Background: an optimization exercise with open tools, aiming at small area. Do not read the settings as production practice. Function was checked by simulation only, so behaviour that the tests miss may differ from the original. Power and IR drop assume default switching activity.

==> design/flow/design.v <==
module distortion (
    input  wire signed [15:0] in_sample,
    input  wire [1:0]         mode,
    input  wire               en,
    output reg  [15:0]        v,
    output wire               neg,
    output reg                sh_neg,
    output reg  [1:0]         sh_amt
);
    wire [15:0] x = in_sample;
    wire        s = x[15];
    wire [14:0] u = x[14:0] ^ {15{s}};    
    function le_s;
        input [14:0] v;
        input [14:0] c;
        input        sg;
        integer i;
        reg r;
        reg [14:0] c1;
        begin
            c1 = c - 15'd1;
            r = 1'b1;
            for (i = 0; i < 15; i = i + 1)
                if (c[i] & c1[i])         r = ~v[i] | r;
                else if (!c[i] && !c1[i]) r = ~v[i] & r;
                else if (c[i])            r = sg ? (~v[i] & r) : (~v[i] | r);
                else                      r = sg ? (~v[i] | r) : (~v[i] & r);
            le_s = r;
        end
    endfunction
    wire m0    = (mode == 2'd0);
    wire pass  = en & ~(mode == 2'd0 ? le_s(u, 15'd255, s) :
                        mode == 2'd1 ? le_s(u, 15'd511, s) :
                        mode == 2'd2 ? le_s(u, 15'd767, s) :
                                       le_s(u, 15'd1023, s));
    wire lin_c = mode == 2'd1 ? le_s(u, 15'd10000, s) :
                 mode == 2'd2 ? le_s(u, 15'd3375, s)  :
                                le_s(u, 15'd1125, s);
    wire mid_c = mode == 2'd1 ? le_s(u, 15'd20000, s) :
                 mode == 2'd2 ? le_s(u, 15'd6750, s)  :
                                le_s(u, 15'd2250, s);
    wire z    = pass & m0;
    wire lin  = pass & ~m0 & lin_c;
    wire mid  = pass & ~m0 & ~lin_c & mid_c;
    wire flat = pass & ~m0 & ~mid_c;
    reg [15:0] k;
    always @(*) begin
        k = 16'd0;
        if (mid)
            case (mode)
                2'd1:    k = 16'd29999;
                2'd2:    k = 16'd10125;
                default: k = 16'd3375;
            endcase
        else if (flat)
            case (mode)
                2'd1:    k = 16'd24999;
                2'd2:    k = 16'd16874;
                default: k = 16'd11249;
            endcase
    end
    wire [15:0] a = {1'b0, u & {15{z | lin | mid}}};
    integer i;
    reg c;
    always @(*) begin
        c = (mid & (mode == 2'd1) | flat) & ~s;
        for (i = 0; i < 16; i = i + 1) begin
            v[i] = a[i] ^ k[i] ^ c;
            c = a[i] & k[i] | a[i] & c | k[i] & c;
        end
    end
    assign neg = s & pass;
    always @(*) begin
        sh_neg = mid & (mode == 2'd1);
        if (lin)
            sh_amt = mode;
        else if (mid & (mode == 2'd3))
            sh_amt = 2'd1;
        else
            sh_amt = 2'd0;
    end
endmodule
module pedal_audio(
    input  wire        AUD_BCLK,
    input  wire        reset,
    input  wire [1:0]  SW,
    input  wire        AUD_ADCLRCK,
    input  wire        AUD_ADCDAT,
    output wire        AUD_DACLRCK,
    output wire        AUD_DACDAT
);
    reg [1:0] mode_bclk_ff1, mode_bclk_ff2;
    always @(posedge AUD_BCLK) begin
        mode_bclk_ff1 <= SW;
        mode_bclk_ff2 <= mode_bclk_ff1;
    end
    reg        lrclk_prev;
    reg [4:0]  bit_count;
    reg [16:0] cur;
    reg [15:0] oth;
    reg        oth_ok;
    reg        sh_neg;
    reg        neg;
    reg [1:0]  sh_amt;
    reg        dacdat;
    wire boundary = AUD_ADCLRCK ^ lrclk_prev;
    wire load     = boundary | reset;
    wire [15:0] d_v;
    wire        d_neg, d_sh_neg;
    wire [1:0]  d_sh_amt;
    distortion u_dist (
        .in_sample(oth),
        .mode(mode_bclk_ff2),
        .en(oth_ok & ~reset),
        .v(d_v),
        .neg(d_neg),
        .sh_neg(d_sh_neg),
        .sh_amt(d_sh_amt)
    );
    reg tap, late;
    always @(*) begin
        case (sh_amt)
            2'd0: tap = cur[15];
            2'd1: tap = cur[14];
            2'd2: tap = cur[13];
            default: tap = cur[12];
        endcase
        if (sh_neg)
            tap = cur[16];
        case (sh_amt)
            2'd0: late = 1'b0;
            2'd1: late = (bit_count[3:0] == 4'd15);
            2'd2: late = (bit_count[3:1] == 3'd7);
            default: late = (bit_count[3:2] == 2'd3) & (bit_count[1] | bit_count[0]);
        endcase
        if (sh_neg)
            late = 1'b0;
    end
    wire        c_shift = ~load & ~bit_count[4];
    wire        c_hold  = ~load & bit_count[4];
    wire [16:0] cur_next = ({17{load}} & {1'b0, d_v})
                         | ({17{c_shift}} & {cur[15:0], AUD_ADCDAT})
                         | ({17{c_hold}} & cur);
    always @(posedge AUD_BCLK) begin
        lrclk_prev <= AUD_ADCLRCK & ~reset;
        if (load)
            bit_count <= 5'd0;
        else if (!bit_count[4])
            bit_count <= {bit_count[4] | (&bit_count[3:0]),
                          bit_count[3] ^ (&bit_count[2:0]),
                          bit_count[2] ^ (&bit_count[1:0]),
                          bit_count[1] ^ bit_count[0],
                          ~bit_count[0]};
        cur <= cur_next;
        if (boundary)
            oth <= cur[15:0];
        if (reset)
            oth_ok <= 1'b0;
        else if (boundary)
            oth_ok <= bit_count[4];
        if (load) begin
            neg    <= d_neg;
            sh_neg <= d_sh_neg;
            sh_amt <= d_sh_amt;
        end
        if (load)
            dacdat <= 1'b0;
        else
            dacdat <= (tap ^ neg) & ~late & ~bit_count[4];
    end
    assign AUD_DACDAT  = dacdat;
    assign AUD_DACLRCK = AUD_ADCLRCK;
endmodule
==> design/flow/flow/run.sh <==
#!/bin/bash
# Own layout flow: the standard flow (standard.sh), with
#  * area-only ABC mapping in synthesis (flow/abc_area_only.tcl),
#  * the smallest buffer on each port,
#  * clock tree synthesis without dummy loads.
# Each step's full output is in orfs/logs/; make's output is in flow_make.log.
set -euo pipefail
W=$(pwd)
F=$W/flow
export AREA_ABC_SCRIPT=$F/area.script
cat $F/abc_area_only.tcl $W/synth_recipe.tcl > $W/area_synth.tcl
sed "s#$W/synth_recipe.tcl#$W/area_synth.tcl#g" $W/standard.sh > $W/area_standard.sh
grep -q area_synth.tcl $W/area_standard.sh
cat >> $W/config.mk <<'EOC'
export BUFFER_PORTS_ARGS = -buffer_cell sky130_fd_sc_hd__buf_1
export CTS_ARGS = -repair_clock_nets -dont_use_dummy_load -buf_list sky130_fd_sc_hd__clkbuf_16 -root_buf sky130_fd_sc_hd__clkbuf_16
EOC
bash $W/area_standard.sh > $W/flow_make.log 2>&1
==> design/flow/flow/abc_area_only.tcl <==
# Area-only technology mapping. ABC gets flow/area.script (plain area
# mapping) in place of ORFS's script, which also buffers and upsizes gates
# for speed; the clock period here leaves a wide margin. Full and half adders
# are not extracted into fixed fa/ha cells first, so ABC maps that logic
# with the rest. Everything else in the standard synthesis is unchanged, so
# the registers keep their names and cell types.
unset -nocomplain ::env(ADDER_MAP_FILE)
proc abc {args} {
  set i [lsearch -exact $args -script]
  if { $i >= 0 } {
    set args [lreplace $args [expr {$i + 1}] [expr {$i + 1}] $::env(AREA_ABC_SCRIPT)]
  }
  set j [lsearch -exact $args -D]
  if { $j >= 0 } {
    set args [lreplace $args $j [expr {$j + 1}]]
  }
  yosys abc {*}$args
}
==> design/flow/flow/area.script <==
strash
dch
amap
topo
==> design/flow/standard.sh <==
#!/bin/bash
# synth_recipe.tcl (not shown) runs the flow's synth.tcl, then flattens the netlist and writes it again
# the make line also repeats each setting of config.mk as NAME=value (left out here)
make -C /OpenROAD-flow-scripts/flow DESIGN_CONFIG=/design/flow/config.mk WORK_HOME=/design/flow/orfs CLKGATE_MAP_FILE= SYNTH_SCRIPT=/design/flow/synth_recipe.tcl "${@:-finish}"
==> design/flow/config.mk <==
export PLATFORM = sky130hd
export DESIGN_NAME = pedal_audio
export DESIGN_NICKNAME = pedal_audio
export VERILOG_FILES = /design/flow/design.v
export SDC_FILE = /design/flow/constraint.sdc
export NUM_CORES = 4
export LEC_CHECK = 0
export ABC_AREA = 1
export CAP_MARGIN = 20
export CORE_MARGIN = 2
export CORE_UTILIZATION = 40
export SLEW_MARGIN = 20
export BUFFER_PORTS_ARGS = -buffer_cell sky130_fd_sc_hd__buf_1
export CTS_ARGS = -repair_clock_nets -dont_use_dummy_load -buf_list sky130_fd_sc_hd__clkbuf_16 -root_buf sky130_fd_sc_hd__clkbuf_16
==> design/flow/constraint.sdc <==
create_clock -name core_clock -period 20.0 [get_ports {AUD_BCLK}]
set_input_delay 4.0000 -clock core_clock [delete_from_list [all_inputs] [get_ports {AUD_BCLK}]]
set_output_delay 4.0000 -clock core_clock [all_outputs]
set_load 0.01 [all_outputs]
==> results.sh, run 1 <==
export IMPL_synth_area_sq_mm=0.00259
export IMPL_switching_share_pct=25.9
export IMPL_place_ws_ps=11410
export IMPL_rsz0062_at_grt="false"
export IMPL_hold_buffers=0
export IMPL_track_usage_pct=18.6
export IMPL_timing_rr_end="cur[14]$_DFF_P_"
export IMPL_synth_edff_count=20
export IMPL_cp_startpoint="reset"
export IMPL_cts_root_buf="clkbuf_16"
export IMPL_area_delta_synth_final_pct=10.9
export IMPL_setup_tns_ps=0
export IMPL_placed_cells=409
export IMPL_fmax_mhz=119
export IMPL_crit_type="primary input to flop"
export IMPL_synth_nets=328
export IMPL_fillers=647
export IMPL_synthTopCellsByArea="edfxtp_1, dfxtp_1, nor2_1"
export IMPL_worstPathRequired_ps=20180
export IMPL_p_leak_nw=0.969
export IMPL_drv_slew=0
export IMPL_syn_inst=322
export IMPL_dpl_cell_area_sq_mm=0.00274
export IMPL_grt_max_degree=23
export IMPL_synth_seq_cells=49
export IMPL_drc_errors=0
export IMPL_antenna_cells=0
export IMPL_drt_iter0_markers=133
export IMPL_ioPinCount=8
export IMPL_die_h_um=84.4
export IMPL_critical_path_top_delay_family="compound AO/OA/AOI/OAI gates"
export IMPL_cap_violations=0
export IMPL_portBuffers=7
export IMPL_die_w_um=84.4
export IMPL_grt_pass1_wl_um=10500
export IMPL_slowest_delay_ps=380
export IMPL_r2r_setup_slack_ps=13400
export IMPL_vias=2395
export IMPL_finalHoldViolations=0
export IMPL_synth_largest_area_cell="edfxtp_1"
export IMPL_outcome="timing/DRC/antenna clean"
export IMPL_cp_num_cells=26
export IMPL_period_share_pct=42.0
export IMPL_clk_latency_ps=290
export IMPL_slowest_stage="nor2_1"
export IMPL_yosysMostFrequentCell="nor2_1"
export IMPL_start_kind="primary input"
export IMPL_cts_num_sinks=49
export IMPL_clock_path_buffers=2
export IMPL_stdcell_area_sq_mm=0.00287
export IMPL_cts_resized=0
export IMPL_grt_pass1_vias=2229
export IMPL_ys_types=34
export IMPL_finalPower_mw=0.223
export IMPL_core_region_area_sq_mm=0.00631
export IMPL_setup_violations=0
export IMPL_avgSynthCellArea_sq_um=8.04
export IMPL_yosys_warnings=2
export IMPL_dp_hpwl_um=4580
export IMPL_layoutNonFillerInstCount=414
export IMPL_num_rows=29
export IMPL_drive_above_1_share_pct=2.97
export IMPL_synth_ff_type="dfxtp_1"
export IMPL_initial_core_util_pct=41.0
export IMPL_p_switching_mw=0.0579
export IMPL_fin_ws_ps=11600
export IMPL_cts_buffers_inserted=5
export IMPL_power_share_clock_pct=34.0
export IMPL_pwr_share_seq_pct=51.7
export IMPL_min_period_ps=8400
export IMPL_vias_per_cell=5.79
export IMPL_p_int_mw=0.165
export IMPL_grt_overflow=0
export IMPL_end_kind="flop"
export IMPL_path_clk_slew_ps=60
export IMPL_p_comb_share_pct=14.3
export IMPL_postCtsSetupBuffers=0
export IMPL_cp_arrival_ps=8580
export IMPL_gp_congestion=0.957
export IMPL_tritoncts="built"
export IMPL_vdd_drop_max_mv=0.0450
export IMPL_antenna_found_initial=0
export IMPL_cp_max_fo=7
export IMPL_die_area_sq_mm=0.00713
export IMPL_hp_class="flop to flop"
export IMPL_synthTopCellsByCount="nor2_1, a21oi_1, clkinv_1, dfxtp_1, nand2_1"
export IMPL_crit_end="cur[13]$_DFF_P_"
export IMPL_antenna_left=0
export IMPL_skew_ps=10.8
export IMPL_worst_path_buf_inv=3
export IMPL_tightestPinTransition_ps=1010
export IMPL_pwr_density_cell_mw_per_mm2=77.8
export IMPL_layout_nets=345
export IMPL_routedWlPerCell_um=15.1
export IMPL_dr_pass1_iters=4
export IMPL_r2r_cells=34
export IMPL_htree_levels=2
export IMPL_synth_top_cell_area_share_pct=23.2
export IMPL_timing_rr_start="oth[15]$_DFFE_PP_"
export IMPL_synthArstFlopShare_pct=0
export IMPL_slew_headroom_pct=32.4
export IMPL_synth_seq_area_share_pct=45.6
export IMPL_wl_um=6240
## cells by family after synthesis
group           synth area share (%)
simple gates                    21.7
compound gates                  28.1
flops                           45.6
buf+inv                         4.50
## registers in the layout, summed over array words and instances, names as in the netlist
| name | cells |
|---|---|
| bit_count | 5 |
| neg | 1 |
| lrclk_prev | 1 |
| oth | 16 |
| oth_ok | 1 |
| mode_bclk_ff1 | 2 |
| sh_neg | 1 |
| sh_amt | 2 |
| dacdat | 1 |
| mode_bclk_ff2 | 2 |
| cur | 17 |
## per-layer routing
layer,global-route usage (%),share of wire [%]
met3,3.34,3.2
met2,30.0,46
met4,6.93,1.8
met5,0,0
met1,25.2,49
## cell usage in the layout, fill, tap and decap left out, types with 3 or more instances in the layout
cell       instances
a31oi_1            5
a221o_1           15
buf_1              7
dfxtp_1           29
nand3_1            3
o21ai_0           25
nand2_1           26
a21oi_1           30
edfxtp_1          20
nor2_1            75
clkinv_1          29
a211oi_1          13
buf_4              4
clkbuf_16          5
nor3_1            15
o22ai_1            5
nor2b_1            4
## worst min-delay path by stage
stage,cells after the start,start,end
global route,0,mode_bclk_ff1[0]$_DFF_P_,mode_bclk_ff2[0]$_DFF_P_
detailed placement,0,mode_bclk_ff1[0]$_DFF_P_,mode_bclk_ff2[0]$_DFF_P_
CTS,0,mode_bclk_ff1[0]$_DFF_P_,mode_bclk_ff2[0]$_DFF_P_
floorplan,0,mode_bclk_ff1[0]$_DFF_P_,mode_bclk_ff2[0]$_DFF_P_
finish,0,mode_bclk_ff1[0]$_DFF_P_,mode_bclk_ff2[0]$_DFF_P_
global placement,0,mode_bclk_ff1[0]$_DFF_P_,mode_bclk_ff2[0]$_DFF_P_
## per-stage QoR
stage	util (%)	hold slack (ps)
detailed placement	43.3	316
finish	45.4	328
global placement	43.3	310
floorplan	-	310
CTS	45.3	330
global route	45.4	341
## power groups by stage
stage | Clock (mW) | Sequential [mW] | Combinational, mW
final | 0.0758 | 0.115 | 0.0319
after global placement | 0 | 0.117 | 0.0311
after CTS | 0.0777 | 0.116 | 0.0316
after floorplan | 0 | 0.116 | 0.0234
after detailed placement | 0 | 0.118 | 0.0313
after global routing | 0.0807 | 0.117 | 0.0363
## worst reg2reg max path: cells and delay by family, from the launching register on
family	cells	cell delay, ps
simple gates	15	1970
flops	1	550
compound gates	13	2810
buf+inv	6	1160
## area by class of cell
class	count	area (sq um)	share of cell area, %
clock buffer	5	125	4.36
tap	77	96.3	3.36
timing repair buffer	11	56.3	1.96
multi-input combinational	243	1300	45.4
sequential	49	1180	41.2
inverter	29	109	3.79
==> run 2: changes to the inputs <==
--- a/design/flow/flow/run.sh
+++ b/design/flow/flow/run.sh
@@ -15,3 +15,3 @@
 export BUFFER_PORTS_ARGS = -buffer_cell sky130_fd_sc_hd__buf_1
-export CTS_ARGS = -repair_clock_nets -dont_use_dummy_load -buf_list sky130_fd_sc_hd__clkbuf_16 -root_buf sky130_fd_sc_hd__clkbuf_16
+export CTS_ARGS = -sink_clustering_enable -repair_clock_nets -dont_use_dummy_load -buf_list sky130_fd_sc_hd__clkbuf_2 -root_buf sky130_fd_sc_hd__clkbuf_8
 EOC
--- a/design/flow/config.mk
+++ b/design/flow/config.mk
@@ -13,2 +13,2 @@
 export BUFFER_PORTS_ARGS = -buffer_cell sky130_fd_sc_hd__buf_1
-export CTS_ARGS = -repair_clock_nets -dont_use_dummy_load -buf_list sky130_fd_sc_hd__clkbuf_16 -root_buf sky130_fd_sc_hd__clkbuf_16
+export CTS_ARGS = -sink_clustering_enable -repair_clock_nets -dont_use_dummy_load -buf_list sky130_fd_sc_hd__clkbuf_2 -root_buf sky130_fd_sc_hd__clkbuf_8
==> run 2 against run 1 <==
Against the previous run: still clean; global-route usage shrank 0.12 points; routed wire length is essentially flat; first-iteration DRC count shrank 3.0%; worst setup slack gained 25 ps; synthesized area is the same; die area is the same; clock skew grew 2.9 ps; largest cell class unchanged; largest power group unchanged.
==> results.sh, run 2 <==
export IMPL_cpMostUsedCell="buf_1"
export IMPL_synth_edff_count=20
export IMPL_synth_seq_area_share_pct=45.6
export IMPL_cts_num_sinks=49
export IMPL_place_ws_ps=11410
export IMPL_switching_share_pct=27.8
export IMPL_largest_reg_flops=17
export IMPL_period_share_pct=41.9
export IMPL_whs_ps=334
export IMPL_crit_type="primary input to output port"
export IMPL_p_comb_share_pct=16.0
export IMPL_die_area_sq_mm=0.00713
export IMPL_antenna_found_initial=0
export IMPL_grt_max_degree=23
export IMPL_rsz0062_at_grt="false"
export IMPL_worstPathRequired_ps=16000
export IMPL_cts_resized=0
export IMPL_synthTopCellsByCount="nor2_1, a21oi_1, clkinv_1, dfxtp_1, nand2_1"
export IMPL_p_switching_mw=0.0553
export IMPL_stdcell_area_sq_mm=0.00281
export IMPL_avgSynthCellArea_sq_um=8.04
export IMPL_cts_root_buf="clkbuf_8"
export IMPL_final_common_cell="nor2_1"
export IMPL_hold_buffers=0
export IMPL_fmax_mhz=119
export IMPL_layout_nets=345
export IMPL_synthArstFlopShare_pct=0
export IMPL_worst_path_buf_inv=2
export IMPL_cp_arrival_ps=4370
export IMPL_area_delta_synth_final_pct=8.70
export IMPL_antenna_left=0
export IMPL_power_share_clock_pct=26.0
export IMPL_synth_seq_cells=49
export IMPL_initial_core_util_pct=41.0
export IMPL_die_h_um=84.4
export IMPL_routedWlPerCell_um=15.1
export IMPL_ioPinCount=8
export IMPL_drive_above_1_share_pct=2.97
export IMPL_clk_latency_ps=300
export IMPL_track_usage_pct=18.5
export IMPL_dp_hpwl_um=4580
export IMPL_slowest_stage="buf_1"
export IMPL_finalHoldViolations=0
export IMPL_synth_ff_type="dfxtp_1"
export IMPL_skew_ps=13.7
export IMPL_synthTopCellsByArea="edfxtp_1, dfxtp_1, nor2_1"
export IMPL_hp_class="flop to flop"
export IMPL_yosys_warnings=2
export IMPL_synth_largest_area_cell="edfxtp_1"
export IMPL_reg_top3="cur x17, oth x16, bit_count x5"
export IMPL_synth_top_cell_area_share_pct=23.2
export IMPL_pwr_share_seq_pct=58.0
export IMPL_min_period_ps=8370
export IMPL_setup_violations=0
export IMPL_syn_inst=322
export IMPL_portBuffers=7
export IMPL_yosysMostFrequentCell="nor2_1"
export IMPL_vias=2411
export IMPL_clock_path_buffers=2
export IMPL_slew_headroom_pct=28.8
export IMPL_core_region_area_sq_mm=0.00631
export IMPL_grt_pass1_wl_um=10500
export IMPL_cts_buffers_inserted=5
export IMPL_ys_types=34
export IMPL_slowest_delay_ps=190
export IMPL_cap_violations=0
export IMPL_synth_area_sq_mm=0.00259
export IMPL_drc_errors=0
export IMPL_pwr_density_cell_mw_per_mm2=70.7
export IMPL_start_kind="primary input"
export IMPL_antenna_cells=0
export IMPL_critical_path_top_delay_family="buffers and inverters"
export IMPL_fin_ws_ps=11630
export IMPL_htree_levels=2
export IMPL_setup_tns_ps=0
export IMPL_regMostFlops="cur"
export IMPL_vias_per_cell=5.82
export IMPL_final_cell_mix="nor2_1, a21oi_1, clkinv_1, dfxtp_1, nand2_1"
export IMPL_grt_overflow=0
export IMPL_cp_max_fo=4
export IMPL_finalPower_mw=0.199
export IMPL_wl_um=6230
export IMPL_dpl_cell_area_sq_mm=0.00274
export IMPL_gp_congestion=0.957
export IMPL_end_kind="output port"
export IMPL_num_rows=29
export IMPL_p_leak_nw=0.944
export IMPL_path_clk_slew_ps=80
export IMPL_p_int_mw=0.144
export IMPL_drt_iter0_markers=129
export IMPL_outcome="timing/DRC/antenna clean"
export IMPL_postCtsSetupBuffers=0
export IMPL_path_cells="buf_1 > buf_1"
export IMPL_die_w_um=84.4
export IMPL_vdd_drop_max_mv=0.0349
export IMPL_grt_pass1_vias=2220
export IMPL_tritoncts="built"
export IMPL_tightestPinTransition_ps=1060
export IMPL_synth_nets=328
export IMPL_drv_slew=0
export IMPL_dr_pass1_iters=5
[run 2: cell type report]
cell class,instances,area (sq um)
multi-input cells,243,1300
flip-flops and latches,49,1180
well taps,77,96.3
fillers,656,3500
clock buffers,5,68.8
inverters,29,109
repair buffers,11,56.3
[run 2: kinds of logic (layout without fill, tap and decap cells)]
group | Yosys count | in the layout | share of synthesized area, %
simple gates | 133 | 133 | 21.7
compound gates | 110 | 110 | 28.1
flops | 49 | 49 | 45.6
buf+inv | 30 | 45 | 4.50
[run 2: worst register-to-register path, delay by kind of cell, from the launching register on]
family | cells | cell delay (ps)
AOI/OAI and AO/OA | 14 | 3040
DFF | 1 | 570
and+or+nand+nor | 15 | 1960
buffers and inverters | 5 | 920
[run 2: per-stage QoR]
stage          utilization, %  std cells
2_1_floorplan               -        322
3_3_place_gp             43.3        409
3_5_place_dp             43.3        409
4_1_cts                  44.4        414
5_1_grt                  44.6        414
6_report                 44.6        414
[run 2: path summary, 6_finish.rpt]
check | slack (ps) | cells past startpoint | endpoint | start
setup / recovery | 11630 | 2 | AUD_DACLRCK | AUD_ADCLRCK
hold / removal | 330 | 0 | mode_bclk_ff2[0]$_DFF_P_ | mode_bclk_ff1[0]$_DFF_P_
setup reg to reg | 13400 | 34 | cur[14]$_DFF_P_ | oth[15]$_DFFE_PP_
hold reg to reg | 330 | 0 | mode_bclk_ff2[0]$_DFF_P_ | mode_bclk_ff1[0]$_DFF_P_
[run 2: per-layer routing]
layer | part of all wire, % | GRT usage [%] | up-vias
met4 | 2.1 | 6.93 | 0
met5 | 0 | 0 | -
met3 | 3.0 | 3.34 | 14
met2 | 46 | 30.2 | 48
li1 | - | - | 1231
met1 | 49 | 24.7 | 1118
[run 2: power groups by stage]
stage	Combinational (mW)	Sequential (mW)	Clock [mW]
after floorplan	0.0234	0.116	0
after global placement	0.0311	0.117	0
after detailed placement	0.0313	0.118	0
after CTS	0.0316	0.115	0.0541
after global routing	0.0362	0.116	0.0566
final	0.0319	0.115	0.0517

-- re-timing with driven ports --
The flow's constraints put no driver on any port. The routed layouts listed below were extracted and timed again, unchanged, in two steps. Step 1 (the two cells are an assumption about what drives the block):
set clk [get_ports {AUD_BCLK}]
set_driving_cell -lib_cell sky130_fd_sc_hd__clkbuf_16 $clk
set_driving_cell -lib_cell sky130_fd_sc_hd__buf_2 [delete_from_list [all_inputs] $clk]
Step 2 adds t to the input delays and takes it off the output delays; t is the mean of the earliest and latest rising clock arrival at the registers after step 1. Input paths then give back, and output paths get back, about the clock's delay inside the block. Slacks: ideal / step 1 / step 2; pairs: ideal / step 1.
run | t, ns | setup WS [ns] | worst setup path after step 2
run 1 | 0.313 | 11.604 / 11.602 / 11.301 | input to register
run 2 | 0.323 | 11.628 / 11.600 / 11.331 | input to register
After both steps setup and hold are still met in every run listed. The setup slack of run 1, which loses most, moves by -0.002 ns with the drivers and by -0.303 ns with both steps.
